Context: an optimization exercise on an open-source flow, tuned for small area and a short achievable clock period. The choices shown serve that exercise and are no tape-out recipe. No functional check of the RTL was part of this run. Power is estimated from default activity; no workload was simulated.

===== run.sh =====
#!/bin/bash
# synth_recipe.tcl (not shown) runs the flow's synth.tcl, then flattens the netlist and writes it again
# the make line also repeats each setting of config.mk as NAME=value (left out here)
make -C /OpenROAD-flow-scripts/flow DESIGN_CONFIG=/design/flow/config.mk WORK_HOME=/design/flow/orfs CLKGATE_MAP_FILE= SYNTH_SCRIPT=/design/flow/synth_recipe.tcl finish

===== config.mk =====
export PLATFORM = sky130hd
export DESIGN_NAME = vedicmult_16bit
export DESIGN_NICKNAME = vedicmult_16bit
export VERILOG_FILES = /design/flow/design.v
export SDC_FILE = /design/flow/constraint.sdc
export NUM_CORES = 4
export LEC_CHECK = 0
export CAP_MARGIN = 20
export CORE_MARGIN = 2
export CORE_UTILIZATION = 40
export SLEW_MARGIN = 20
export SYNTH_HIERARCHICAL = 1
export SYNTH_MINIMUM_KEEP_SIZE = 0

===== constraint.sdc =====
create_clock -name core_clock -period 17.0 [get_ports {clk}]
set_input_delay 3.4000 -clock core_clock [delete_from_list [all_inputs] [get_ports {clk}]]
set_output_delay 3.4000 -clock core_clock [all_outputs]
set_load 0.01 [all_outputs]

===== design.v =====
module vedicmult_16bit(input [15:0] a, b,
input clk, reset,
output reg [31:0] out);
wire pp0_0;
wire pp0_1;
wire pp0_2;
wire pp0_3;
wire pp0_4;
wire pp0_5;
wire pp0_6;
wire pp0_7;
wire pp0_8;
wire pp0_9;
wire pp0_10;
wire pp0_11;
wire pp0_12;
wire pp0_13;
wire pp0_14;
wire pp0_15;
wire pp1_0;
wire pp1_1;
wire pp1_2;
wire pp1_3;
wire pp1_4;
wire pp1_5;
wire pp1_6;
wire pp1_7;
wire pp1_8;
wire pp1_9;
wire pp1_10;
wire pp1_11;
wire pp1_12;
wire pp1_13;
wire pp1_14;
wire pp1_15;
wire pp2_0;
wire pp2_1;
wire pp2_2;
wire pp2_3;
wire pp2_4;
wire pp2_5;
wire pp2_6;
wire pp2_7;
wire pp2_8;
wire pp2_9;
wire pp2_10;
wire pp2_11;
wire pp2_12;
wire pp2_13;
wire pp2_14;
wire pp2_15;
wire pp3_0;
wire pp3_1;
wire pp3_2;
wire pp3_3;
wire pp3_4;
wire pp3_5;
wire pp3_6;
wire pp3_7;
wire pp3_8;
wire pp3_9;
wire pp3_10;
wire pp3_11;
wire pp3_12;
wire pp3_13;
wire pp3_14;
wire pp3_15;
wire pp4_0;
wire pp4_1;
wire pp4_2;
wire pp4_3;
wire pp4_4;
wire pp4_5;
wire pp4_6;
wire pp4_7;
wire pp4_8;
wire pp4_9;
wire pp4_10;
wire pp4_11;
wire pp4_12;
wire pp4_13;
wire pp4_14;
wire pp4_15;
wire pp5_0;
wire pp5_1;
wire pp5_2;
wire pp5_3;
wire pp5_4;
wire pp5_5;
wire pp5_6;
wire pp5_7;
wire pp5_8;
wire pp5_9;
wire pp5_10;
wire pp5_11;
wire pp5_12;
wire pp5_13;
wire pp5_14;
wire pp5_15;
wire pp6_0;
wire pp6_1;
wire pp6_2;
wire pp6_3;
wire pp6_4;
wire pp6_5;
wire pp6_6;
wire pp6_7;
wire pp6_8;
wire pp6_9;
wire pp6_10;
wire pp6_11;
wire pp6_12;
wire pp6_13;
wire pp6_14;
wire pp6_15;
wire pp7_0;
wire pp7_1;
wire pp7_2;
wire pp7_3;
wire pp7_4;
wire pp7_5;
wire pp7_6;
wire pp7_7;
wire pp7_8;
wire pp7_9;
wire pp7_10;
wire pp7_11;
wire pp7_12;
wire pp7_13;
wire pp7_14;
wire pp7_15;
wire pp8_0;
wire pp8_1;
wire pp8_2;
wire pp8_3;
wire pp8_4;
wire pp8_5;
wire pp8_6;
wire pp8_7;
wire pp8_8;
wire pp8_9;
wire pp8_10;
wire pp8_11;
wire pp8_12;
wire pp8_13;
wire pp8_14;
wire pp8_15;
wire pp9_0;
wire pp9_1;
wire pp9_2;
wire pp9_3;
wire pp9_4;
wire pp9_5;
wire pp9_6;
wire pp9_7;
wire pp9_8;
wire pp9_9;
wire pp9_10;
wire pp9_11;
wire pp9_12;
wire pp9_13;
wire pp9_14;
wire pp9_15;
wire pp10_0;
wire pp10_1;
wire pp10_2;
wire pp10_3;
wire pp10_4;
wire pp10_5;
wire pp10_6;
wire pp10_7;
wire pp10_8;
wire pp10_9;
wire pp10_10;
wire pp10_11;
wire pp10_12;
wire pp10_13;
wire pp10_14;
wire pp10_15;
wire pp11_0;
wire pp11_1;
wire pp11_2;
wire pp11_3;
wire pp11_4;
wire pp11_5;
wire pp11_6;
wire pp11_7;
wire pp11_8;
wire pp11_9;
wire pp11_10;
wire pp11_11;
wire pp11_12;
wire pp11_13;
wire pp11_14;
wire pp11_15;
wire pp12_0;
wire pp12_1;
wire pp12_2;
wire pp12_3;
wire pp12_4;
wire pp12_5;
wire pp12_6;
wire pp12_7;
wire pp12_8;
wire pp12_9;
wire pp12_10;
wire pp12_11;
wire pp12_12;
wire pp12_13;
wire pp12_14;
wire pp12_15;
wire pp13_0;
wire pp13_1;
wire pp13_2;
wire pp13_3;
wire pp13_4;
wire pp13_5;
wire pp13_6;
wire pp13_7;
wire pp13_8;
wire pp13_9;
wire pp13_10;
wire pp13_11;
wire pp13_12;
wire pp13_13;
wire pp13_14;
wire pp13_15;
wire pp14_0;
wire pp14_1;
wire pp14_2;
wire pp14_3;
wire pp14_4;
wire pp14_5;
wire pp14_6;
wire pp14_7;
wire pp14_8;
wire pp14_9;
wire pp14_10;
wire pp14_11;
wire pp14_12;
wire pp14_13;
wire pp14_14;
wire pp14_15;
wire pp15_0;
wire pp15_1;
wire pp15_2;
wire pp15_3;
wire pp15_4;
wire pp15_5;
wire pp15_6;
wire pp15_7;
wire pp15_8;
wire pp15_9;
wire pp15_10;
wire pp15_11;
wire pp15_12;
wire pp15_13;
wire pp15_14;
wire pp15_15;
wire s1;
wire c2;
wire s3;
wire c4;
wire s5;
wire c6;
wire s7;
wire c8;
wire s9;
wire c10;
wire s11;
wire c12;
wire s13;
wire c14;
wire s15;
wire c16;
wire s17;
wire c18;
wire s19;
wire c20;
wire s21;
wire c22;
wire s23;
wire c24;
wire s25;
wire c26;
wire s27;
wire c28;
wire s29;
wire c30;
wire s31;
wire c32;
wire s33;
wire c34;
wire s35;
wire c36;
wire s37;
wire c38;
wire s39;
wire c40;
wire s41;
wire c42;
wire s43;
wire c44;
wire s45;
wire c46;
wire s47;
wire c48;
wire s49;
wire c50;
wire s51;
wire c52;
wire s53;
wire c54;
wire s55;
wire c56;
wire s57;
wire c58;
wire s59;
wire c60;
wire s61;
wire c62;
wire s63;
wire c64;
wire s65;
wire c66;
wire s67;
wire c68;
wire s69;
wire c70;
wire s71;
wire c72;
wire s73;
wire c74;
wire s75;
wire c76;
wire s77;
wire c78;
wire s79;
wire c80;
wire s81;
wire c82;
wire s83;
wire c84;
wire s85;
wire c86;
wire s87;
wire c88;
wire s89;
wire c90;
wire s91;
wire c92;
wire s93;
wire c94;
wire s95;
wire c96;
wire s97;
wire c98;
wire s99;
wire c100;
wire s101;
wire c102;
wire s103;
wire c104;
wire s105;
wire c106;
wire s107;
wire c108;
wire s109;
wire c110;
wire s111;
wire c112;
wire s113;
wire c114;
wire s115;
wire c116;
wire s117;
wire c118;
wire s119;
wire c120;
wire s121;
wire c122;
wire s123;
wire c124;
wire s125;
wire c126;
wire s127;
wire c128;
wire s129;
wire c130;
wire s131;
wire c132;
wire s133;
wire c134;
wire s135;
wire c136;
wire s137;
wire c138;
wire s139;
wire c140;
wire s141;
wire c142;
wire s143;
wire c144;
wire s145;
wire c146;
wire s147;
wire c148;
wire s149;
wire c150;
wire s151;
wire c152;
wire s153;
wire c154;
wire s155;
wire c156;
wire s157;
wire c158;
wire s159;
wire c160;
wire s161;
wire c162;
wire s163;
wire c164;
wire s165;
wire c166;
wire s167;
wire c168;
wire s169;
wire c170;
wire s171;
wire c172;
wire s173;
wire c174;
wire s175;
wire c176;
wire s177;
wire c178;
wire s179;
wire c180;
wire s181;
wire c182;
wire s183;
wire c184;
wire s185;
wire c186;
wire s187;
wire c188;
wire s189;
wire c190;
wire s191;
wire c192;
wire s193;
wire c194;
wire s195;
wire c196;
wire s197;
wire c198;
wire s199;
wire c200;
wire s201;
wire c202;
wire s203;
wire c204;
wire s205;
wire c206;
wire s207;
wire c208;
wire s209;
wire c210;
wire s211;
wire c212;
wire s213;
wire c214;
wire s215;
wire c216;
wire s217;
wire c218;
wire s219;
wire c220;
wire s221;
wire c222;
wire s223;
wire c224;
wire s225;
wire c226;
wire s227;
wire c228;
wire s229;
wire c230;
wire s231;
wire c232;
wire s233;
wire c234;
wire s235;
wire c236;
wire s237;
wire c238;
wire s239;
wire c240;
wire s241;
wire c242;
wire s243;
wire c244;
wire s245;
wire c246;
wire s247;
wire c248;
wire s249;
wire c250;
wire s251;
wire c252;
wire s253;
wire c254;
wire s255;
wire c256;
wire s257;
wire c258;
wire s259;
wire c260;
wire s261;
wire c262;
wire s263;
wire c264;
wire s265;
wire c266;
wire s267;
wire c268;
wire s269;
wire c270;
wire s271;
wire c272;
wire s273;
wire c274;
wire s275;
wire c276;
wire s277;
wire c278;
wire s279;
wire c280;
wire s281;
wire c282;
wire s283;
wire c284;
wire s285;
wire c286;
wire s287;
wire c288;
wire s289;
wire c290;
wire s291;
wire c292;
wire s293;
wire c294;
wire s295;
wire c296;
wire s297;
wire c298;
wire s299;
wire c300;
wire s301;
wire c302;
wire s303;
wire c304;
wire s305;
wire c306;
wire s307;
wire c308;
wire s309;
wire c310;
wire s311;
wire c312;
wire s313;
wire c314;
wire s315;
wire c316;
wire s317;
wire c318;
wire s319;
wire c320;
wire s321;
wire c322;
wire s323;
wire c324;
wire s325;
wire c326;
wire s327;
wire c328;
wire s329;
wire c330;
wire s331;
wire c332;
wire s333;
wire c334;
wire s335;
wire c336;
wire s337;
wire c338;
wire s339;
wire c340;
wire s341;
wire c342;
wire s343;
wire c344;
wire s345;
wire c346;
wire s347;
wire c348;
wire s349;
wire c350;
wire s351;
wire c352;
wire s353;
wire c354;
wire s355;
wire c356;
wire s357;
wire c358;
wire s359;
wire c360;
wire s361;
wire c362;
wire s363;
wire c364;
wire s365;
wire c366;
wire s367;
wire c368;
wire s369;
wire c370;
wire s371;
wire c372;
wire s373;
wire c374;
wire s375;
wire c376;
wire s377;
wire c378;
wire s379;
wire c380;
wire s381;
wire c382;
wire s383;
wire c384;
wire s385;
wire c386;
wire s387;
wire c388;
wire s389;
wire c390;
wire s391;
wire c392;
wire s393;
wire c394;
wire s395;
wire c396;
wire s397;
wire c398;
wire s399;
wire c400;
wire s401;
wire c402;
wire s403;
wire c404;
wire s405;
wire c406;
wire s407;
wire c408;
wire s409;
wire c410;
wire s411;
wire c412;
wire s413;
wire c414;
wire s415;
wire c416;
wire s417;
wire c418;
wire s419;
wire c420;
wire s421;
wire c422;
wire s423;
wire c424;
wire s425;
wire c426;
wire s427;
wire c428;
wire s429;
wire c430;
wire s431;
wire c432;
wire s433;
wire c434;
wire s435;
wire c436;
wire ci437;
wire p438;
wire g439;
wire p440;
wire p441;
wire g442;
wire p443;
wire p444;
wire g445;
wire p446;
wire p447;
wire p448;
wire g449;
wire p450;
wire g451;
wire p452;
wire g453;
wire p454;
wire g455;
wire p456;
wire g457;
wire p458;
wire g459;
wire p460;
wire g461;
wire p462;
wire g463;
wire p464;
wire g465;
wire p466;
wire g467;
wire p468;
wire g469;
wire p470;
wire g471;
wire p472;
wire g473;
wire p474;
wire g475;
wire p476;
wire p477;
wire g478;
wire g479;
wire p480;
wire g481;
wire p482;
wire g483;
wire p484;
wire g485;
wire p486;
wire g487;
wire p488;
wire g489;
wire p490;
wire g491;
wire p492;
wire g493;
wire p494;
wire g495;
wire p496;
wire g497;
wire p498;
wire g499;
wire p500;
wire g501;
wire p502;
wire g503;
wire p504;
wire g505;
wire p506;
wire g507;
wire p508;
wire g509;
wire p510;
wire g511;
wire p512;
wire g513;
wire p514;
wire g515;
wire p516;
wire g517;
wire p518;
wire g519;
wire p520;
wire g521;
wire p522;
wire g523;
wire p524;
wire g525;
wire p526;
wire g527;
wire p528;
wire g529;
wire p530;
wire g531;
wire p532;
wire g533;
wire p534;
wire g535;
wire p536;
wire g537;
wire p538;
wire g539;
wire p540;
wire g541;
wire p542;
wire g543;
wire p544;
wire g545;
wire p546;
wire g547;
wire p548;
wire g549;
wire p550;
wire g551;
wire p552;
wire o553;
wire o554;
wire o555;
wire o556;
wire o557;
wire o558;
wire o559;
wire o560;
wire o561;
wire o562;
wire o563;
wire o564;
wire o565;
wire o566;
wire o567;
wire o568;
wire o569;
wire o570;
wire o571;
wire o572;
wire o573;
wire o574;
wire o575;
assign pp0_0 = ~(a[0] & b[0]);
assign pp0_1 = ~(a[1] & b[0]);
assign pp0_2 = ~(a[2] & b[0]);
assign pp0_3 = ~(a[3] & b[0]);
assign pp0_4 = ~(a[4] & b[0]);
assign pp0_5 = ~(a[5] & b[0]);
assign pp0_6 = ~(a[6] & b[0]);
assign pp0_7 = ~(a[7] & b[0]);
assign pp0_8 = ~(a[8] & b[0]);
assign pp0_9 = ~(a[9] & b[0]);
assign pp0_10 = ~(a[10] & b[0]);
assign pp0_11 = ~(a[11] & b[0]);
assign pp0_12 = ~(a[12] & b[0]);
assign pp0_13 = ~(a[13] & b[0]);
assign pp0_14 = ~(a[14] & b[0]);
assign pp0_15 = ~(a[15] & b[0]);
assign pp1_0 = ~(a[0] & b[1]);
assign pp1_1 = ~(a[1] & b[1]);
assign pp1_2 = ~(a[2] & b[1]);
assign pp1_3 = ~(a[3] & b[1]);
assign pp1_4 = ~(a[4] & b[1]);
assign pp1_5 = ~(a[5] & b[1]);
assign pp1_6 = ~(a[6] & b[1]);
assign pp1_7 = ~(a[7] & b[1]);
assign pp1_8 = ~(a[8] & b[1]);
assign pp1_9 = ~(a[9] & b[1]);
assign pp1_10 = ~(a[10] & b[1]);
assign pp1_11 = ~(a[11] & b[1]);
assign pp1_12 = ~(a[12] & b[1]);
assign pp1_13 = ~(a[13] & b[1]);
assign pp1_14 = ~(a[14] & b[1]);
assign pp1_15 = ~(a[15] & b[1]);
assign pp2_0 = ~(a[0] & b[2]);
assign pp2_1 = ~(a[1] & b[2]);
assign pp2_2 = ~(a[2] & b[2]);
assign pp2_3 = ~(a[3] & b[2]);
assign pp2_4 = ~(a[4] & b[2]);
assign pp2_5 = ~(a[5] & b[2]);
assign pp2_6 = ~(a[6] & b[2]);
assign pp2_7 = ~(a[7] & b[2]);
assign pp2_8 = ~(a[8] & b[2]);
assign pp2_9 = ~(a[9] & b[2]);
assign pp2_10 = ~(a[10] & b[2]);
assign pp2_11 = ~(a[11] & b[2]);
assign pp2_12 = ~(a[12] & b[2]);
assign pp2_13 = ~(a[13] & b[2]);
assign pp2_14 = ~(a[14] & b[2]);
assign pp2_15 = ~(a[15] & b[2]);
assign pp3_0 = ~(a[0] & b[3]);
assign pp3_1 = ~(a[1] & b[3]);
assign pp3_2 = ~(a[2] & b[3]);
assign pp3_3 = ~(a[3] & b[3]);
assign pp3_4 = ~(a[4] & b[3]);
assign pp3_5 = ~(a[5] & b[3]);
assign pp3_6 = ~(a[6] & b[3]);
assign pp3_7 = ~(a[7] & b[3]);
assign pp3_8 = ~(a[8] & b[3]);
assign pp3_9 = ~(a[9] & b[3]);
assign pp3_10 = ~(a[10] & b[3]);
assign pp3_11 = ~(a[11] & b[3]);
assign pp3_12 = ~(a[12] & b[3]);
assign pp3_13 = ~(a[13] & b[3]);
assign pp3_14 = ~(a[14] & b[3]);
assign pp3_15 = ~(a[15] & b[3]);
assign pp4_0 = ~(a[0] & b[4]);
assign pp4_1 = ~(a[1] & b[4]);
assign pp4_2 = ~(a[2] & b[4]);
assign pp4_3 = ~(a[3] & b[4]);
assign pp4_4 = ~(a[4] & b[4]);
assign pp4_5 = ~(a[5] & b[4]);
assign pp4_6 = ~(a[6] & b[4]);
assign pp4_7 = ~(a[7] & b[4]);
assign pp4_8 = ~(a[8] & b[4]);
assign pp4_9 = ~(a[9] & b[4]);
assign pp4_10 = ~(a[10] & b[4]);
assign pp4_11 = ~(a[11] & b[4]);
assign pp4_12 = ~(a[12] & b[4]);
assign pp4_13 = ~(a[13] & b[4]);
assign pp4_14 = ~(a[14] & b[4]);
assign pp4_15 = ~(a[15] & b[4]);
assign pp5_0 = ~(a[0] & b[5]);
assign pp5_1 = ~(a[1] & b[5]);
assign pp5_2 = ~(a[2] & b[5]);
assign pp5_3 = ~(a[3] & b[5]);
assign pp5_4 = ~(a[4] & b[5]);
assign pp5_5 = ~(a[5] & b[5]);
assign pp5_6 = ~(a[6] & b[5]);
assign pp5_7 = ~(a[7] & b[5]);
assign pp5_8 = ~(a[8] & b[5]);
assign pp5_9 = ~(a[9] & b[5]);
assign pp5_10 = ~(a[10] & b[5]);
assign pp5_11 = ~(a[11] & b[5]);
assign pp5_12 = ~(a[12] & b[5]);
assign pp5_13 = ~(a[13] & b[5]);
assign pp5_14 = ~(a[14] & b[5]);
assign pp5_15 = ~(a[15] & b[5]);
assign pp6_0 = ~(a[0] & b[6]);
assign pp6_1 = ~(a[1] & b[6]);
assign pp6_2 = ~(a[2] & b[6]);
assign pp6_3 = ~(a[3] & b[6]);
assign pp6_4 = ~(a[4] & b[6]);
assign pp6_5 = ~(a[5] & b[6]);
assign pp6_6 = ~(a[6] & b[6]);
assign pp6_7 = ~(a[7] & b[6]);
assign pp6_8 = ~(a[8] & b[6]);
assign pp6_9 = ~(a[9] & b[6]);
assign pp6_10 = ~(a[10] & b[6]);
assign pp6_11 = ~(a[11] & b[6]);
assign pp6_12 = ~(a[12] & b[6]);
assign pp6_13 = ~(a[13] & b[6]);
assign pp6_14 = ~(a[14] & b[6]);
assign pp6_15 = ~(a[15] & b[6]);
assign pp7_0 = ~(a[0] & b[7]);
assign pp7_1 = ~(a[1] & b[7]);
assign pp7_2 = ~(a[2] & b[7]);
assign pp7_3 = ~(a[3] & b[7]);
assign pp7_4 = ~(a[4] & b[7]);
assign pp7_5 = ~(a[5] & b[7]);
assign pp7_6 = ~(a[6] & b[7]);
assign pp7_7 = ~(a[7] & b[7]);
assign pp7_8 = ~(a[8] & b[7]);
assign pp7_9 = ~(a[9] & b[7]);
assign pp7_10 = ~(a[10] & b[7]);
assign pp7_11 = ~(a[11] & b[7]);
assign pp7_12 = ~(a[12] & b[7]);
assign pp7_13 = ~(a[13] & b[7]);
assign pp7_14 = ~(a[14] & b[7]);
assign pp7_15 = ~(a[15] & b[7]);
assign pp8_0 = ~(a[0] & b[8]);
assign pp8_1 = ~(a[1] & b[8]);
assign pp8_2 = ~(a[2] & b[8]);
assign pp8_3 = ~(a[3] & b[8]);
assign pp8_4 = ~(a[4] & b[8]);
assign pp8_5 = ~(a[5] & b[8]);
assign pp8_6 = ~(a[6] & b[8]);
assign pp8_7 = ~(a[7] & b[8]);
assign pp8_8 = ~(a[8] & b[8]);
assign pp8_9 = ~(a[9] & b[8]);
assign pp8_10 = ~(a[10] & b[8]);
assign pp8_11 = ~(a[11] & b[8]);
assign pp8_12 = ~(a[12] & b[8]);
assign pp8_13 = ~(a[13] & b[8]);
assign pp8_14 = ~(a[14] & b[8]);
assign pp8_15 = ~(a[15] & b[8]);
assign pp9_0 = ~(a[0] & b[9]);
assign pp9_1 = ~(a[1] & b[9]);
assign pp9_2 = ~(a[2] & b[9]);
assign pp9_3 = ~(a[3] & b[9]);
assign pp9_4 = ~(a[4] & b[9]);
assign pp9_5 = ~(a[5] & b[9]);
assign pp9_6 = ~(a[6] & b[9]);
assign pp9_7 = ~(a[7] & b[9]);
assign pp9_8 = ~(a[8] & b[9]);
assign pp9_9 = ~(a[9] & b[9]);
assign pp9_10 = ~(a[10] & b[9]);
assign pp9_11 = ~(a[11] & b[9]);
assign pp9_12 = ~(a[12] & b[9]);
assign pp9_13 = ~(a[13] & b[9]);
assign pp9_14 = ~(a[14] & b[9]);
assign pp9_15 = ~(a[15] & b[9]);
assign pp10_0 = ~(a[0] & b[10]);
assign pp10_1 = ~(a[1] & b[10]);
assign pp10_2 = ~(a[2] & b[10]);
assign pp10_3 = ~(a[3] & b[10]);
assign pp10_4 = ~(a[4] & b[10]);
assign pp10_5 = ~(a[5] & b[10]);
assign pp10_6 = ~(a[6] & b[10]);
assign pp10_7 = ~(a[7] & b[10]);
assign pp10_8 = ~(a[8] & b[10]);
assign pp10_9 = ~(a[9] & b[10]);
assign pp10_10 = ~(a[10] & b[10]);
assign pp10_11 = ~(a[11] & b[10]);
assign pp10_12 = ~(a[12] & b[10]);
assign pp10_13 = ~(a[13] & b[10]);
assign pp10_14 = ~(a[14] & b[10]);
assign pp10_15 = ~(a[15] & b[10]);
assign pp11_0 = ~(a[0] & b[11]);
assign pp11_1 = ~(a[1] & b[11]);
assign pp11_2 = ~(a[2] & b[11]);
assign pp11_3 = ~(a[3] & b[11]);
assign pp11_4 = ~(a[4] & b[11]);
assign pp11_5 = ~(a[5] & b[11]);
assign pp11_6 = ~(a[6] & b[11]);
assign pp11_7 = ~(a[7] & b[11]);
assign pp11_8 = ~(a[8] & b[11]);
assign pp11_9 = ~(a[9] & b[11]);
assign pp11_10 = ~(a[10] & b[11]);
assign pp11_11 = ~(a[11] & b[11]);
assign pp11_12 = ~(a[12] & b[11]);
assign pp11_13 = ~(a[13] & b[11]);
assign pp11_14 = ~(a[14] & b[11]);
assign pp11_15 = ~(a[15] & b[11]);
assign pp12_0 = ~(a[0] & b[12]);
assign pp12_1 = ~(a[1] & b[12]);
assign pp12_2 = ~(a[2] & b[12]);
assign pp12_3 = ~(a[3] & b[12]);
assign pp12_4 = ~(a[4] & b[12]);
assign pp12_5 = ~(a[5] & b[12]);
assign pp12_6 = ~(a[6] & b[12]);
assign pp12_7 = ~(a[7] & b[12]);
assign pp12_8 = ~(a[8] & b[12]);
assign pp12_9 = ~(a[9] & b[12]);
assign pp12_10 = ~(a[10] & b[12]);
assign pp12_11 = ~(a[11] & b[12]);
assign pp12_12 = ~(a[12] & b[12]);
assign pp12_13 = ~(a[13] & b[12]);
assign pp12_14 = ~(a[14] & b[12]);
assign pp12_15 = ~(a[15] & b[12]);
assign pp13_0 = ~(a[0] & b[13]);
assign pp13_1 = ~(a[1] & b[13]);
assign pp13_2 = ~(a[2] & b[13]);
assign pp13_3 = ~(a[3] & b[13]);
assign pp13_4 = ~(a[4] & b[13]);
assign pp13_5 = ~(a[5] & b[13]);
assign pp13_6 = ~(a[6] & b[13]);
assign pp13_7 = ~(a[7] & b[13]);
assign pp13_8 = ~(a[8] & b[13]);
assign pp13_9 = ~(a[9] & b[13]);
assign pp13_10 = ~(a[10] & b[13]);
assign pp13_11 = ~(a[11] & b[13]);
assign pp13_12 = ~(a[12] & b[13]);
assign pp13_13 = ~(a[13] & b[13]);
assign pp13_14 = ~(a[14] & b[13]);
assign pp13_15 = ~(a[15] & b[13]);
assign pp14_0 = ~(a[0] & b[14]);
assign pp14_1 = ~(a[1] & b[14]);
assign pp14_2 = ~(a[2] & b[14]);
assign pp14_3 = ~(a[3] & b[14]);
assign pp14_4 = ~(a[4] & b[14]);
assign pp14_5 = ~(a[5] & b[14]);
assign pp14_6 = ~(a[6] & b[14]);
assign pp14_7 = ~(a[7] & b[14]);
assign pp14_8 = ~(a[8] & b[14]);
assign pp14_9 = ~(a[9] & b[14]);
assign pp14_10 = ~(a[10] & b[14]);
assign pp14_11 = ~(a[11] & b[14]);
assign pp14_12 = ~(a[12] & b[14]);
assign pp14_13 = ~(a[13] & b[14]);
assign pp14_14 = ~(a[14] & b[14]);
assign pp14_15 = ~(a[15] & b[14]);
assign pp15_0 = ~(a[0] & b[15]);
assign pp15_1 = ~(a[1] & b[15]);
assign pp15_2 = ~(a[2] & b[15]);
assign pp15_3 = ~(a[3] & b[15]);
assign pp15_4 = ~(a[4] & b[15]);
assign pp15_5 = ~(a[5] & b[15]);
assign pp15_6 = ~(a[6] & b[15]);
assign pp15_7 = ~(a[7] & b[15]);
assign pp15_8 = ~(a[8] & b[15]);
assign pp15_9 = ~(a[9] & b[15]);
assign pp15_10 = ~(a[10] & b[15]);
assign pp15_11 = ~(a[11] & b[15]);
assign pp15_12 = ~(a[12] & b[15]);
assign pp15_13 = ~(a[13] & b[15]);
assign pp15_14 = ~(a[14] & b[15]);
assign pp15_15 = ~(a[15] & b[15]);
FA u_s1 (.x(pp0_2), .y(pp1_1), .z(pp2_0), .s(s1), .c(c2));
FA u_s3 (.x(pp0_3), .y(pp1_2), .z(pp2_1), .s(s3), .c(c4));
FA u_s5 (.x(pp3_0), .y(c2), .z(s3), .s(s5), .c(c6));
FA u_s7 (.x(pp0_4), .y(pp1_3), .z(pp2_2), .s(s7), .c(c8));
FA u_s9 (.x(pp3_1), .y(pp4_0), .z(c4), .s(s9), .c(c10));
FA u_s11 (.x(s7), .y(c6), .z(s9), .s(s11), .c(c12));
FA u_s13 (.x(pp0_5), .y(pp1_4), .z(pp2_3), .s(s13), .c(c14));
FA u_s15 (.x(pp3_2), .y(pp4_1), .z(pp5_0), .s(s15), .c(c16));
FA u_s17 (.x(c8), .y(s13), .z(s15), .s(s17), .c(c18));
FA u_s19 (.x(c10), .y(s17), .z(c12), .s(s19), .c(c20));
FA u_s21 (.x(pp0_6), .y(pp1_5), .z(pp2_4), .s(s21), .c(c22));
FA u_s23 (.x(pp3_3), .y(pp4_2), .z(pp5_1), .s(s23), .c(c24));
FA u_s25 (.x(pp6_0), .y(c14), .z(c16), .s(s25), .c(c26));
FA u_s27 (.x(s21), .y(s23), .z(c18), .s(s27), .c(c28));
FA u_s29 (.x(s25), .y(s27), .z(c20), .s(s29), .c(c30));
FA u_s31 (.x(pp0_7), .y(pp1_6), .z(pp2_5), .s(s31), .c(c32));
FA u_s33 (.x(pp3_4), .y(pp4_3), .z(pp5_2), .s(s33), .c(c34));
FA u_s35 (.x(pp6_1), .y(pp7_0), .z(c22), .s(s35), .c(c36));
FA u_s37 (.x(c24), .y(s31), .z(s33), .s(s37), .c(c38));
FA u_s39 (.x(c26), .y(s35), .z(s37), .s(s39), .c(c40));
FA u_s41 (.x(c28), .y(s39), .z(c30), .s(s41), .c(c42));
FA u_s43 (.x(pp0_8), .y(pp1_7), .z(pp2_6), .s(s43), .c(c44));
FA u_s45 (.x(pp3_5), .y(pp4_4), .z(pp5_3), .s(s45), .c(c46));
FA u_s47 (.x(pp6_2), .y(pp7_1), .z(pp8_0), .s(s47), .c(c48));
FA u_s49 (.x(c32), .y(c34), .z(s43), .s(s49), .c(c50));
FA u_s51 (.x(s45), .y(s47), .z(c36), .s(s51), .c(c52));
FA u_s53 (.x(c38), .y(s49), .z(s51), .s(s53), .c(c54));
HAN u_s55 (.x(c40), .y(s53), .s(s55), .c(c56));
FA u_s57 (.x(pp0_9), .y(pp1_8), .z(pp2_7), .s(s57), .c(c58));
FA u_s59 (.x(pp3_6), .y(pp4_5), .z(pp5_4), .s(s59), .c(c60));
FA u_s61 (.x(pp6_3), .y(pp7_2), .z(pp8_1), .s(s61), .c(c62));
FA u_s63 (.x(pp9_0), .y(c44), .z(c46), .s(s63), .c(c64));
FA u_s65 (.x(c48), .y(s57), .z(s59), .s(s65), .c(c66));
FA u_s67 (.x(s61), .y(c50), .z(s63), .s(s67), .c(c68));
FA u_s69 (.x(s65), .y(c52), .z(s67), .s(s69), .c(c70));
FA u_s71 (.x(c54), .y(s69), .z(c56), .s(s71), .c(c72));
FA u_s73 (.x(pp0_10), .y(pp1_9), .z(pp2_8), .s(s73), .c(c74));
FA u_s75 (.x(pp3_7), .y(pp4_6), .z(pp5_5), .s(s75), .c(c76));
FA u_s77 (.x(pp6_4), .y(pp7_3), .z(pp8_2), .s(s77), .c(c78));
FA u_s79 (.x(pp9_1), .y(pp10_0), .z(c58), .s(s79), .c(c80));
FA u_s81 (.x(c60), .y(c62), .z(s73), .s(s81), .c(c82));
FA u_s83 (.x(s75), .y(s77), .z(c64), .s(s83), .c(c84));
FA u_s85 (.x(s79), .y(c66), .z(s81), .s(s85), .c(c86));
FA u_s87 (.x(c68), .y(s83), .z(s85), .s(s87), .c(c88));
HAN u_s89 (.x(c70), .y(s87), .s(s89), .c(c90));
FA u_s91 (.x(pp0_11), .y(pp1_10), .z(pp2_9), .s(s91), .c(c92));
FA u_s93 (.x(pp3_8), .y(pp4_7), .z(pp5_6), .s(s93), .c(c94));
FA u_s95 (.x(pp6_5), .y(pp7_4), .z(pp8_3), .s(s95), .c(c96));
FA u_s97 (.x(pp9_2), .y(pp10_1), .z(pp11_0), .s(s97), .c(c98));
FA u_s99 (.x(c74), .y(c76), .z(c78), .s(s99), .c(c100));
FA u_s101 (.x(s91), .y(s93), .z(s95), .s(s101), .c(c102));
FA u_s103 (.x(s97), .y(c80), .z(c82), .s(s103), .c(c104));
FA u_s105 (.x(s99), .y(s101), .z(c84), .s(s105), .c(c106));
FA u_s107 (.x(s103), .y(c86), .z(s105), .s(s107), .c(c108));
FA u_s109 (.x(c88), .y(c90), .z(s107), .s(s109), .c(c110));
FA u_s111 (.x(pp0_12), .y(pp1_11), .z(pp2_10), .s(s111), .c(c112));
FA u_s113 (.x(pp3_9), .y(pp4_8), .z(pp5_7), .s(s113), .c(c114));
FA u_s115 (.x(pp6_6), .y(pp7_5), .z(pp8_4), .s(s115), .c(c116));
FA u_s117 (.x(pp9_3), .y(pp10_2), .z(pp11_1), .s(s117), .c(c118));
FA u_s119 (.x(pp12_0), .y(c92), .z(c94), .s(s119), .c(c120));
FA u_s121 (.x(c96), .y(c98), .z(s111), .s(s121), .c(c122));
FA u_s123 (.x(s113), .y(s115), .z(s117), .s(s123), .c(c124));
FA u_s125 (.x(c100), .y(c102), .z(s119), .s(s125), .c(c126));
FA u_s127 (.x(s121), .y(s123), .z(c104), .s(s127), .c(c128));
FA u_s129 (.x(s125), .y(c106), .z(s127), .s(s129), .c(c130));
HAN u_s131 (.x(c108), .y(s129), .s(s131), .c(c132));
FA u_s133 (.x(pp0_13), .y(pp1_12), .z(pp2_11), .s(s133), .c(c134));
FA u_s135 (.x(pp3_10), .y(pp4_9), .z(pp5_8), .s(s135), .c(c136));
FA u_s137 (.x(pp6_7), .y(pp7_6), .z(pp8_5), .s(s137), .c(c138));
FA u_s139 (.x(pp9_4), .y(pp10_3), .z(pp11_2), .s(s139), .c(c140));
FA u_s141 (.x(pp12_1), .y(pp13_0), .z(c112), .s(s141), .c(c142));
FA u_s143 (.x(c114), .y(c116), .z(c118), .s(s143), .c(c144));
FA u_s145 (.x(s133), .y(s135), .z(s137), .s(s145), .c(c146));
FA u_s147 (.x(s139), .y(c120), .z(c122), .s(s147), .c(c148));
FA u_s149 (.x(s141), .y(c124), .z(s143), .s(s149), .c(c150));
FA u_s151 (.x(s145), .y(c126), .z(s147), .s(s151), .c(c152));
FA u_s153 (.x(s149), .y(c128), .z(s151), .s(s153), .c(c154));
FA u_s155 (.x(c130), .y(s153), .z(c132), .s(s155), .c(c156));
FA u_s157 (.x(pp0_14), .y(pp1_13), .z(pp2_12), .s(s157), .c(c158));
FA u_s159 (.x(pp3_11), .y(pp4_10), .z(pp5_9), .s(s159), .c(c160));
FA u_s161 (.x(pp6_8), .y(pp7_7), .z(pp8_6), .s(s161), .c(c162));
FA u_s163 (.x(pp9_5), .y(pp10_4), .z(pp11_3), .s(s163), .c(c164));
FA u_s165 (.x(pp12_2), .y(pp13_1), .z(pp14_0), .s(s165), .c(c166));
FA u_s167 (.x(c134), .y(c136), .z(c138), .s(s167), .c(c168));
FA u_s169 (.x(c140), .y(s157), .z(s159), .s(s169), .c(c170));
FA u_s171 (.x(s161), .y(s163), .z(s165), .s(s171), .c(c172));
FA u_s173 (.x(c142), .y(c144), .z(c146), .s(s173), .c(c174));
FA u_s175 (.x(s167), .y(s169), .z(s171), .s(s175), .c(c176));
FA u_s177 (.x(c148), .y(c150), .z(s173), .s(s177), .c(c178));
FA u_s179 (.x(s175), .y(c152), .z(s177), .s(s179), .c(c180));
HAN u_s181 (.x(c154), .y(s179), .s(s181), .c(c182));
FA u_s183 (.x(pp0_15), .y(pp1_14), .z(pp2_13), .s(s183), .c(c184));
FA u_s185 (.x(pp3_12), .y(pp4_11), .z(pp5_10), .s(s185), .c(c186));
FA u_s187 (.x(pp6_9), .y(pp7_8), .z(pp8_7), .s(s187), .c(c188));
FA u_s189 (.x(pp9_6), .y(pp10_5), .z(pp11_4), .s(s189), .c(c190));
FA u_s191 (.x(pp12_3), .y(pp13_2), .z(pp14_1), .s(s191), .c(c192));
FA u_s193 (.x(pp15_0), .y(c158), .z(c160), .s(s193), .c(c194));
FA u_s195 (.x(c162), .y(c164), .z(c166), .s(s195), .c(c196));
FA u_s197 (.x(s183), .y(s185), .z(s187), .s(s197), .c(c198));
FA u_s199 (.x(s189), .y(s191), .z(c168), .s(s199), .c(c200));
FA u_s201 (.x(c170), .y(c172), .z(s193), .s(s201), .c(c202));
FA u_s203 (.x(s195), .y(s197), .z(c174), .s(s203), .c(c204));
FA u_s205 (.x(s199), .y(s201), .z(c176), .s(s205), .c(c206));
FA u_s207 (.x(s203), .y(c178), .z(s205), .s(s207), .c(c208));
FA u_s209 (.x(c180), .y(s207), .z(c182), .s(s209), .c(c210));
FA u_s211 (.x(pp1_15), .y(pp2_14), .z(pp3_13), .s(s211), .c(c212));
FA u_s213 (.x(pp4_12), .y(pp5_11), .z(pp6_10), .s(s213), .c(c214));
FA u_s215 (.x(pp7_9), .y(pp8_8), .z(pp9_7), .s(s215), .c(c216));
FA u_s217 (.x(pp10_6), .y(pp11_5), .z(pp12_4), .s(s217), .c(c218));
FA u_s219 (.x(pp13_3), .y(pp14_2), .z(pp15_1), .s(s219), .c(c220));
FA u_s221 (.x(c184), .y(c186), .z(c188), .s(s221), .c(c222));
FA u_s223 (.x(c190), .y(c192), .z(s211), .s(s223), .c(c224));
FA u_s225 (.x(s213), .y(s215), .z(s217), .s(s225), .c(c226));
FA u_s227 (.x(s219), .y(c194), .z(c196), .s(s227), .c(c228));
FA u_s229 (.x(c198), .y(s221), .z(s223), .s(s229), .c(c230));
FA u_s231 (.x(s225), .y(c200), .z(c202), .s(s231), .c(c232));
FA u_s233 (.x(s227), .y(s229), .z(c204), .s(s233), .c(c234));
FA u_s235 (.x(s231), .y(c206), .z(s233), .s(s235), .c(c236));
FA u_s237 (.x(c208), .y(s235), .z(c210), .s(s237), .c(c238));
FA u_s239 (.x(pp2_15), .y(pp3_14), .z(pp4_13), .s(s239), .c(c240));
FA u_s241 (.x(pp5_12), .y(pp6_11), .z(pp7_10), .s(s241), .c(c242));
FA u_s243 (.x(pp8_9), .y(pp9_8), .z(pp10_7), .s(s243), .c(c244));
FA u_s245 (.x(pp11_6), .y(pp12_5), .z(pp13_4), .s(s245), .c(c246));
FA u_s247 (.x(pp14_3), .y(pp15_2), .z(c212), .s(s247), .c(c248));
FA u_s249 (.x(c214), .y(c216), .z(c218), .s(s249), .c(c250));
FA u_s251 (.x(c220), .y(s239), .z(s241), .s(s251), .c(c252));
FA u_s253 (.x(s243), .y(s245), .z(c222), .s(s253), .c(c254));
FA u_s255 (.x(c224), .y(s247), .z(c226), .s(s255), .c(c256));
FA u_s257 (.x(s249), .y(s251), .z(c228), .s(s257), .c(c258));
FA u_s259 (.x(s253), .y(c230), .z(s255), .s(s259), .c(c260));
FA u_s261 (.x(c232), .y(s257), .z(s259), .s(s261), .c(c262));
FA u_s263 (.x(c234), .y(s261), .z(c236), .s(s263), .c(c264));
FA u_s265 (.x(pp3_15), .y(pp4_14), .z(pp5_13), .s(s265), .c(c266));
FA u_s267 (.x(pp6_12), .y(pp7_11), .z(pp8_10), .s(s267), .c(c268));
FA u_s269 (.x(pp9_9), .y(pp10_8), .z(pp11_7), .s(s269), .c(c270));
FA u_s271 (.x(pp12_6), .y(pp13_5), .z(pp14_4), .s(s271), .c(c272));
FA u_s273 (.x(pp15_3), .y(c240), .z(c242), .s(s273), .c(c274));
FA u_s275 (.x(c244), .y(c246), .z(s265), .s(s275), .c(c276));
FA u_s277 (.x(s267), .y(s269), .z(s271), .s(s277), .c(c278));
FA u_s279 (.x(c248), .y(c250), .z(c252), .s(s279), .c(c280));
FA u_s281 (.x(s273), .y(s275), .z(s277), .s(s281), .c(c282));
FA u_s283 (.x(c254), .y(c256), .z(s279), .s(s283), .c(c284));
FA u_s285 (.x(s281), .y(c258), .z(c260), .s(s285), .c(c286));
FA u_s287 (.x(s283), .y(c262), .z(s285), .s(s287), .c(c288));
FA u_s289 (.x(pp4_15), .y(pp5_14), .z(pp6_13), .s(s289), .c(c290));
FA u_s291 (.x(pp7_12), .y(pp8_11), .z(pp9_10), .s(s291), .c(c292));
FA u_s293 (.x(pp10_9), .y(pp11_8), .z(pp12_7), .s(s293), .c(c294));
FA u_s295 (.x(pp13_6), .y(pp14_5), .z(pp15_4), .s(s295), .c(c296));
FA u_s297 (.x(c266), .y(c268), .z(c270), .s(s297), .c(c298));
FA u_s299 (.x(c272), .y(s289), .z(s291), .s(s299), .c(c300));
FA u_s301 (.x(s293), .y(s295), .z(c274), .s(s301), .c(c302));
FA u_s303 (.x(c276), .y(c278), .z(s297), .s(s303), .c(c304));
FA u_s305 (.x(s299), .y(c280), .z(s301), .s(s305), .c(c306));
FA u_s307 (.x(c282), .y(s303), .z(c284), .s(s307), .c(c308));
FA u_s309 (.x(s305), .y(c286), .z(s307), .s(s309), .c(c310));
FA u_s311 (.x(pp5_15), .y(pp6_14), .z(pp7_13), .s(s311), .c(c312));
FA u_s313 (.x(pp8_12), .y(pp9_11), .z(pp10_10), .s(s313), .c(c314));
FA u_s315 (.x(pp11_9), .y(pp12_8), .z(pp13_7), .s(s315), .c(c316));
FA u_s317 (.x(pp14_6), .y(pp15_5), .z(c290), .s(s317), .c(c318));
FA u_s319 (.x(c292), .y(c294), .z(c296), .s(s319), .c(c320));
FA u_s321 (.x(s311), .y(s313), .z(s315), .s(s321), .c(c322));
FA u_s323 (.x(c298), .y(s317), .z(c300), .s(s323), .c(c324));
FA u_s325 (.x(s319), .y(s321), .z(c302), .s(s325), .c(c326));
FA u_s327 (.x(c304), .y(s323), .z(s325), .s(s327), .c(c328));
FA u_s329 (.x(c306), .y(c308), .z(s327), .s(s329), .c(c330));
FA u_s331 (.x(pp6_15), .y(pp7_14), .z(pp8_13), .s(s331), .c(c332));
FA u_s333 (.x(pp9_12), .y(pp10_11), .z(pp11_10), .s(s333), .c(c334));
FA u_s335 (.x(pp12_9), .y(pp13_8), .z(pp14_7), .s(s335), .c(c336));
FA u_s337 (.x(pp15_6), .y(c312), .z(c314), .s(s337), .c(c338));
FA u_s339 (.x(c316), .y(s331), .z(s333), .s(s339), .c(c340));
FA u_s341 (.x(s335), .y(c318), .z(c320), .s(s341), .c(c342));
FA u_s343 (.x(c322), .y(s337), .z(s339), .s(s343), .c(c344));
FA u_s345 (.x(c324), .y(s341), .z(s343), .s(s345), .c(c346));
FA u_s347 (.x(c326), .y(s345), .z(c328), .s(s347), .c(c348));
FA u_s349 (.x(pp7_15), .y(pp8_14), .z(pp9_13), .s(s349), .c(c350));
FA u_s351 (.x(pp10_12), .y(pp11_11), .z(pp12_10), .s(s351), .c(c352));
FA u_s353 (.x(pp13_9), .y(pp14_8), .z(pp15_7), .s(s353), .c(c354));
FA u_s355 (.x(c332), .y(c334), .z(c336), .s(s355), .c(c356));
FA u_s357 (.x(s349), .y(s351), .z(s353), .s(s357), .c(c358));
FA u_s359 (.x(c338), .y(c340), .z(s355), .s(s359), .c(c360));
FA u_s361 (.x(s357), .y(c342), .z(c344), .s(s361), .c(c362));
FA u_s363 (.x(s359), .y(c346), .z(s361), .s(s363), .c(c364));
FA u_s365 (.x(pp8_15), .y(pp9_14), .z(pp10_13), .s(s365), .c(c366));
FA u_s367 (.x(pp11_12), .y(pp12_11), .z(pp13_10), .s(s367), .c(c368));
FA u_s369 (.x(pp14_9), .y(pp15_8), .z(c350), .s(s369), .c(c370));
FA u_s371 (.x(c352), .y(c354), .z(s365), .s(s371), .c(c372));
FA u_s373 (.x(s367), .y(c356), .z(s369), .s(s373), .c(c374));
FA u_s375 (.x(c358), .y(s371), .z(c360), .s(s375), .c(c376));
FA u_s377 (.x(s373), .y(c362), .z(s375), .s(s377), .c(c378));
FA u_s379 (.x(pp9_15), .y(pp10_14), .z(pp11_13), .s(s379), .c(c380));
FA u_s381 (.x(pp12_12), .y(pp13_11), .z(pp14_10), .s(s381), .c(c382));
FA u_s383 (.x(pp15_9), .y(c366), .z(c368), .s(s383), .c(c384));
FA u_s385 (.x(s379), .y(s381), .z(c370), .s(s385), .c(c386));
FA u_s387 (.x(c372), .y(s383), .z(s385), .s(s387), .c(c388));
FA u_s389 (.x(c374), .y(s387), .z(c376), .s(s389), .c(c390));
FA u_s391 (.x(pp10_15), .y(pp11_14), .z(pp12_13), .s(s391), .c(c392));
FA u_s393 (.x(pp13_12), .y(pp14_11), .z(pp15_10), .s(s393), .c(c394));
FA u_s395 (.x(c380), .y(c382), .z(s391), .s(s395), .c(c396));
FA u_s397 (.x(s393), .y(c384), .z(s395), .s(s397), .c(c398));
FA u_s399 (.x(c386), .y(s397), .z(c388), .s(s399), .c(c400));
FA u_s401 (.x(pp11_15), .y(pp12_14), .z(pp13_13), .s(s401), .c(c402));
FA u_s403 (.x(pp14_12), .y(pp15_11), .z(c392), .s(s403), .c(c404));
FA u_s405 (.x(c394), .y(s401), .z(c396), .s(s405), .c(c406));
FA u_s407 (.x(s403), .y(c398), .z(s405), .s(s407), .c(c408));
FA u_s409 (.x(pp12_15), .y(pp13_14), .z(pp14_13), .s(s409), .c(c410));
FA u_s411 (.x(pp15_12), .y(c402), .z(s409), .s(s411), .c(c412));
FA u_s413 (.x(c404), .y(s411), .z(c406), .s(s413), .c(c414));
FA u_s415 (.x(pp13_15), .y(pp14_14), .z(pp15_13), .s(s415), .c(c416));
FA u_s417 (.x(c410), .y(s415), .z(c412), .s(s417), .c(c418));
FA u_s419 (.x(pp14_15), .y(pp15_14), .z(c416), .s(s419), .c(c420));
HAN u_s421 (.x(pp0_1), .y(pp1_0), .s(s421), .c(c422));
HAN u_s423 (.x(s1), .y(c422), .s(s423), .c(c424));
HAN u_s425 (.x(s5), .y(c424), .s(s425), .c(c426));
HAN u_s427 (.x(s11), .y(c426), .s(s427), .c(c428));
HAN u_s429 (.x(s19), .y(c428), .s(s429), .c(c430));
HAN u_s431 (.x(s29), .y(c430), .s(s431), .c(c432));
HAN u_s433 (.x(s41), .y(c432), .s(s433), .c(c434));
FA u_s435 (.x(c42), .y(s55), .z(c434), .s(s435), .c(c436));
assign ci437 = ~c436;
assign p438 = ~s71;
assign g439 = ~c72 & ~s89;
assign p440 = ~c72 ^ ~s89;
assign p441 = ~s109;
assign g442 = ~c110 & ~s131;
assign p443 = ~c110 ^ ~s131;
assign p444 = ~s155;
assign g445 = ~c156 & ~s181;
assign p446 = ~c156 ^ ~s181;
assign p447 = ~s209;
assign p448 = ~s237;
assign g449 = ~c238 & ~s263;
assign p450 = ~c238 ^ ~s263;
assign g451 = ~c264 & ~s287;
assign p452 = ~c264 ^ ~s287;
assign g453 = ~c288 & ~s309;
assign p454 = ~c288 ^ ~s309;
assign g455 = ~c310 & ~s329;
assign p456 = ~c310 ^ ~s329;
assign g457 = ~c330 & ~s347;
assign p458 = ~c330 ^ ~s347;
assign g459 = ~c348 & ~s363;
assign p460 = ~c348 ^ ~s363;
assign g461 = ~c364 & ~s377;
assign p462 = ~c364 ^ ~s377;
assign g463 = ~c378 & ~s389;
assign p464 = ~c378 ^ ~s389;
assign g465 = ~c390 & ~s399;
assign p466 = ~c390 ^ ~s399;
assign g467 = ~c400 & ~s407;
assign p468 = ~c400 ^ ~s407;
assign g469 = ~c408 & ~s413;
assign p470 = ~c408 ^ ~s413;
assign g471 = ~c414 & ~s417;
assign p472 = ~c414 ^ ~s417;
assign g473 = ~c418 & ~s419;
assign p474 = ~c418 ^ ~s419;
assign g475 = ~pp15_15 & ~c420;
assign p476 = ~pp15_15 ^ ~c420;
assign p477 = 1'b0;
assign g478 = 1'b0 | (p438 & ci437);
assign g479 = g439 | (p440 & g478);
assign p480 = p440 & p438;
assign g481 = g442 | (p443 & 1'b0);
assign p482 = p443 & p441;
assign g483 = g445 | (p446 & 1'b0);
assign p484 = p446 & p444;
assign g485 = 1'b0 | (p448 & 1'b0);
assign p486 = p448 & p447;
assign g487 = g451 | (p452 & g449);
assign p488 = p452 & p450;
assign g489 = g455 | (p456 & g453);
assign p490 = p456 & p454;
assign g491 = g459 | (p460 & g457);
assign p492 = p460 & p458;
assign g493 = g463 | (p464 & g461);
assign p494 = p464 & p462;
assign g495 = g467 | (p468 & g465);
assign p496 = p468 & p466;
assign g497 = g471 | (p472 & g469);
assign p498 = p472 & p470;
assign g499 = g475 | (p476 & g473);
assign p500 = p476 & p474;
assign g501 = g481 | (p482 & g479);
assign p502 = p482 & p480;
assign g503 = g485 | (p486 & g483);
assign p504 = p486 & p484;
assign g505 = g489 | (p490 & g487);
assign p506 = p490 & p488;
assign g507 = g493 | (p494 & g491);
assign p508 = p494 & p492;
assign g509 = g497 | (p498 & g495);
assign p510 = p498 & p496;
assign g511 = g503 | (p504 & g501);
assign p512 = p504 & p502;
assign g513 = g507 | (p508 & g505);
assign p514 = p508 & p506;
assign g515 = g513 | (p514 & g511);
assign p516 = p514 & p512;
assign g517 = g505 | (p506 & g511);
assign p518 = p506 & p512;
assign g519 = g509 | (p510 & g515);
assign p520 = p510 & p516;
assign g521 = g483 | (p484 & g501);
assign p522 = p484 & p502;
assign g523 = g487 | (p488 & g511);
assign p524 = p488 & p512;
assign g525 = g491 | (p492 & g517);
assign p526 = p492 & p518;
assign g527 = g495 | (p496 & g515);
assign p528 = p496 & p516;
assign g529 = g499 | (p500 & g519);
assign p530 = p500 & p520;
assign g531 = 1'b0 | (p441 & g479);
assign p532 = p441 & p480;
assign g533 = 1'b0 | (p444 & g501);
assign p534 = p444 & p502;
assign g535 = 1'b0 | (p447 & g521);
assign p536 = p447 & p522;
assign g537 = g449 | (p450 & g511);
assign p538 = p450 & p512;
assign g539 = g453 | (p454 & g523);
assign p540 = p454 & p524;
assign g541 = g457 | (p458 & g517);
assign p542 = p458 & p518;
assign g543 = g461 | (p462 & g525);
assign p544 = p462 & p526;
assign g545 = g465 | (p466 & g515);
assign p546 = p466 & p516;
assign g547 = g469 | (p470 & g527);
assign p548 = p470 & p528;
assign g549 = g473 | (p474 & g519);
assign p550 = p474 & p520;
assign g551 = 1'b0 | (p477 & g529);
assign p552 = p477 & p530;
assign o553 = p438 ^ ci437;
assign o554 = p440 ^ g478;
assign o555 = p441 ^ g479;
assign o556 = p443 ^ g531;
assign o557 = p444 ^ g501;
assign o558 = p446 ^ g533;
assign o559 = p447 ^ g521;
assign o560 = p448 ^ g535;
assign o561 = p450 ^ g511;
assign o562 = p452 ^ g537;
assign o563 = p454 ^ g523;
assign o564 = p456 ^ g539;
assign o565 = p458 ^ g517;
assign o566 = p460 ^ g541;
assign o567 = p462 ^ g525;
assign o568 = p464 ^ g543;
assign o569 = p466 ^ g515;
assign o570 = p468 ^ g545;
assign o571 = p470 ^ g527;
assign o572 = p472 ^ g547;
assign o573 = p474 ^ g519;
assign o574 = p476 ^ g549;
assign o575 = p477 ^ g529;
wire [31:0] prod = {o575, o574, o573, o572, o571, o570, o569, o568, o567, o566, o565, o564, o563, o562, o561, o560, o559, o558, o557, o556, o555, o554, o553, ~s435, ~s433, ~s431, ~s429, ~s427, ~s425, ~s423, ~s421, ~pp0_0};
always @(posedge clk) begin
  if (reset) out <= prod;
  else out <= 32'd0;
end
endmodule
module FA(input x, y, z, output s, c);
assign s = x ^ y ^ z;
assign c = (x & y) | (x & z) | (y & z);
endmodule
module HAN(input x, y, output s, c);
assign s = ~(x ^ y);
assign c = x | y;
endmodule

==> run summary <==
-- cell families after synthesis --
family / share of synthesized area, %
compound gates: 2.54
xor+xnor: 1.19
fa+ha+maj: 63.8
buf+inv: 7.51
flops: 8.72
simple gates: 16.2
-- metal layers --
layer  routed length [um]  vias up  GRT usage [%]
li1                     -     2243              -
met1                 7150     2742           26.6
met2                 9870      200           37.9
met3                 1210       38           4.23
met4                  693        0           7.58
met5                    0        -              0
-- synthesized netlist by cell type, types with 2 or more instances --
cell type    n  share of area [%]
a211oi_1     2               0.20
a21o_1       5               0.51
a21oi_1      7               0.48
and2_1      10               0.85
clkbuf_1    63                3.2
dfxtp_1     32                8.7
fa_1       215                 59
ha_1        31                5.3
inv_1       83                4.2
nand2_1    259                 13
nor2_1      24                1.2
xnor2_1      6               0.72
xor2_1       4               0.48
-- modules after synthesis, one instance, submodules excluded --
module	area [sq um]	flip-flops and latches	copies in the design
HAN	27.5	0	11
FA	20.0	0	207
vedicmult_16bit	2900	32	1
-- worst max-delay path by stage --
stage	end	slack, ns	depth (start not counted)
3_5_place_dp	out[28]	6.94	22
4_1_cts	out[28]	7.23	22
6_report	out[28]	7.22	22
2_1_floorplan	out[28]	7.79	23
5_1_grt	out[28]	6.86	22
3_3_place_gp	out[28]	6.95	22
-- worst max-delay path, cell delays in order --
cell and delay [ns]:
clkdlybuf4s50_1 0.98, nand2_1 0.19, fa_1 0.54, fa_1 0.43, fa_1 0.46, fa_1 0.42
fa_1 0.43, fa_1 0.51, inv_1 0.04, ha_1 0.17, inv_1 0.07, fa_1 0.16
inv_1 0.04, ha_1 0.18, fa_1 0.40, and3b_1 0.21, o221a_2 0.35, a211oi_1 0.24
a211oi_1 0.12, fa_1 0.39, xnor2_1 0.14, nor2_1 0.05
-- power by group through the flow --
| stage | Sequential (W) | Clock [W] | Combinational, W |
|---|---|---|---|
| after global routing | 0.000124 | 0.000108 | 0.00158 |
| after floorplan | 0.000137 | 0 | 0.00101 |
| after CTS | 0.000123 | 0.000105 | 0.00138 |
| after global placement | 0.000124 | 0 | 0.00135 |
| final | 0.000122 | 0.000101 | 0.00135 |
| after detailed placement | 0.000124 | 0 | 0.00137 |
-- final cells by class --
| class | instances | share of cell area (%) |
|---|---|---|
| flip-flops and latches | 32 | 7.75 |
| clock buffers | 5 | 1.51 |
| clock inverters | 3 | 0.514 |
| well taps | 229 | 3.46 |
| repair buffers | 72 | 8.50 |
| multi-input cells | 581 | 74.4 |
| inverters | 84 | 3.81 |
-- through the flow --
step | total power, W | instances | setup WS, ns | util (%)
global placement | 0.00148 | 998 | 6.95 | 45.0
detailed placement | 0.00150 | 998 | 6.94 | 45.0
CTS | 0.00161 | 1006 | 7.23 | 45.9
finish | 0.00157 | 1006 | 7.22 | 45.9
global route | 0.00181 | 1006 | 6.86 | 45.9
floorplan | 0.00114 | 760 | 7.79 | -
==> impl_results.md <==
- Status: no timing/DRC/antenna violations
- Start point of the critical path: b[1]
- Mapped Avg Cell Area: between 9 and 10 sq um
- Top reg by flops: out
- Antenna diodes: 0
- Max Clock Freq: 102 MHz
- CP startpoint kind: input pin
- Rel. slew slack: 40.0%
- Vias in the first global route: just over 6000
- Vias: about 5200
- Gr usage total: 21.5%
- Total negative slack: 0 ns
- HP Class: in -> reg
- Reg power frac: about 7.8%
- Post-synth top flop: dfxtp_1
- Area grow syn2layout: 12.5%
- # port buffers: 65
- #FFs+latches synth: 32
- Proportion of layout cells with a drive suffix above 1: under 10%
- Net Sw Power: approximately 0.00076 W
- Synth Cell Area: between 7000 and 8000 sq um
- Biggest regs: out: 32 flops
- I/O pins: between 60 and 70
- Core region area: between 15000 and 20000 sq um
- Sink Count: 32
- Antenna violations before repair: 0
- CTS tree: built
- Root Buffer: clkbuf_16
- Synth Net Count: 1040
- Leakage power: roughly 3.3 nW
- DRC: 0
- Area after DPL: ~8100 sq um
- Post-synthesis cell count: 760
- Layout Nets: around 1100
- Clock share of power: around 6.4%
- Clock-pin slew on the worst setup and hold paths: roughly 0.06 ns
- Internal power: about 0.00081 W
- Most frequent cells in the layout: nand2_1, fa_1, inv_1
- Slew @ Worst Pin: 0.897 ns
- Postcts setup bufs: 0
- Worst Path Required: roughly 17 ns
- Crit path DAT: around 10 ns
- Cell Pwr Density: 190 nW/um^2
- CP Capture Type: flip-flop
- Largest net degree at the start of global routing: 23
- Unique masters post-synth: 32
- First-pass detailed-route iteration total: 4
- Critical Path Fanout Max: 16
- Slew Viols, Final: 0
- RePlAce Congestion: 0.853
- Net Sw Frac: about half
- Final Hold Fails: 0
- Final setup violating endpoints: 0
- Leading cell type in the layout, fill and taps excluded: nand2_1
- Hold path start: reset
- GR Overflow Total: 0
- Max-Cap Viols: 0
- Height of the die: about 140 um
- Clock buffer depth: 2
- Worst setup path class: in -> reg
- Drt initial violations: around 280
- Post-Route WL: around 19000 um
- Fillers: between 1500 and 2000
- RSZ-0062 raised after global routing: no
- Die X: about 140 um
- Synth warnings: 7
- Starting Density: between 40 and 50%
- Row cnt: 49
- Sequential area share after synthesis: under 10%
- Die area: 19500 sq um
- Max IR drop VDD: 0.000153 V
- CTS Buf Count: 5
- Cts hold-fix bufs: 0
- Async set-reset flop share out of synthesis: 0%
- Multi-input logic area: between 6000 and 7000 sq um
- DP HPWL: 14700 um
- Hold_ws: roughly 4.0 ns
- DR vias/cell: 5.19
- Register area: approximately 640 sq um
- Fin crit period: 9.78 ns
- Design Area, Final: a little over 8000 sq um
- PostCTS Resize Cnt: 0
- CTS H-tree lvls: 2
- WHS Path Cells: 2
- Antenna Nets Post-Route: 0
- Fin crit share: 57.5%
- Comb pwr share: 85.8%
- WHS Endpoint: out[29]
- Global-route wire length before repair: between 30000 and 40000 um
- Max reg flops: 32
- Number of enable flip-flop cells after synthesis: 0
- DR WL/cell: between 15 and 20 um

[what the ideal ports hide]
No port has a modelled driver above. Below, the same layout with a new extraction and two added sets of constraints.
Step 1 (the two cells are an assumption about what drives the block):
set clk [get_ports {clk}]
set_driving_cell -lib_cell sky130_fd_sc_hd__clkbuf_16 $clk
set_driving_cell -lib_cell sky130_fd_sc_hd__buf_2 [delete_from_list [all_inputs] $clk]
Step 2, shift: input delay + t, output delay - t, t = (earliest + latest rising clock arrival at the registers) / 2. This alone moves slack from input paths to output paths.
Slacks: ideal / step 1 / step 2; pairs: ideal / step 1.
shift t [ns]: 0.316
setup slack, ns: 7.221 / 7.213 / 6.898
worst setup path after step 2: input to register
After both steps this run still meets setup and hold. For this run, drivers alone change the setup slack by -0.008 ns; drivers and shift together by -0.323 ns.
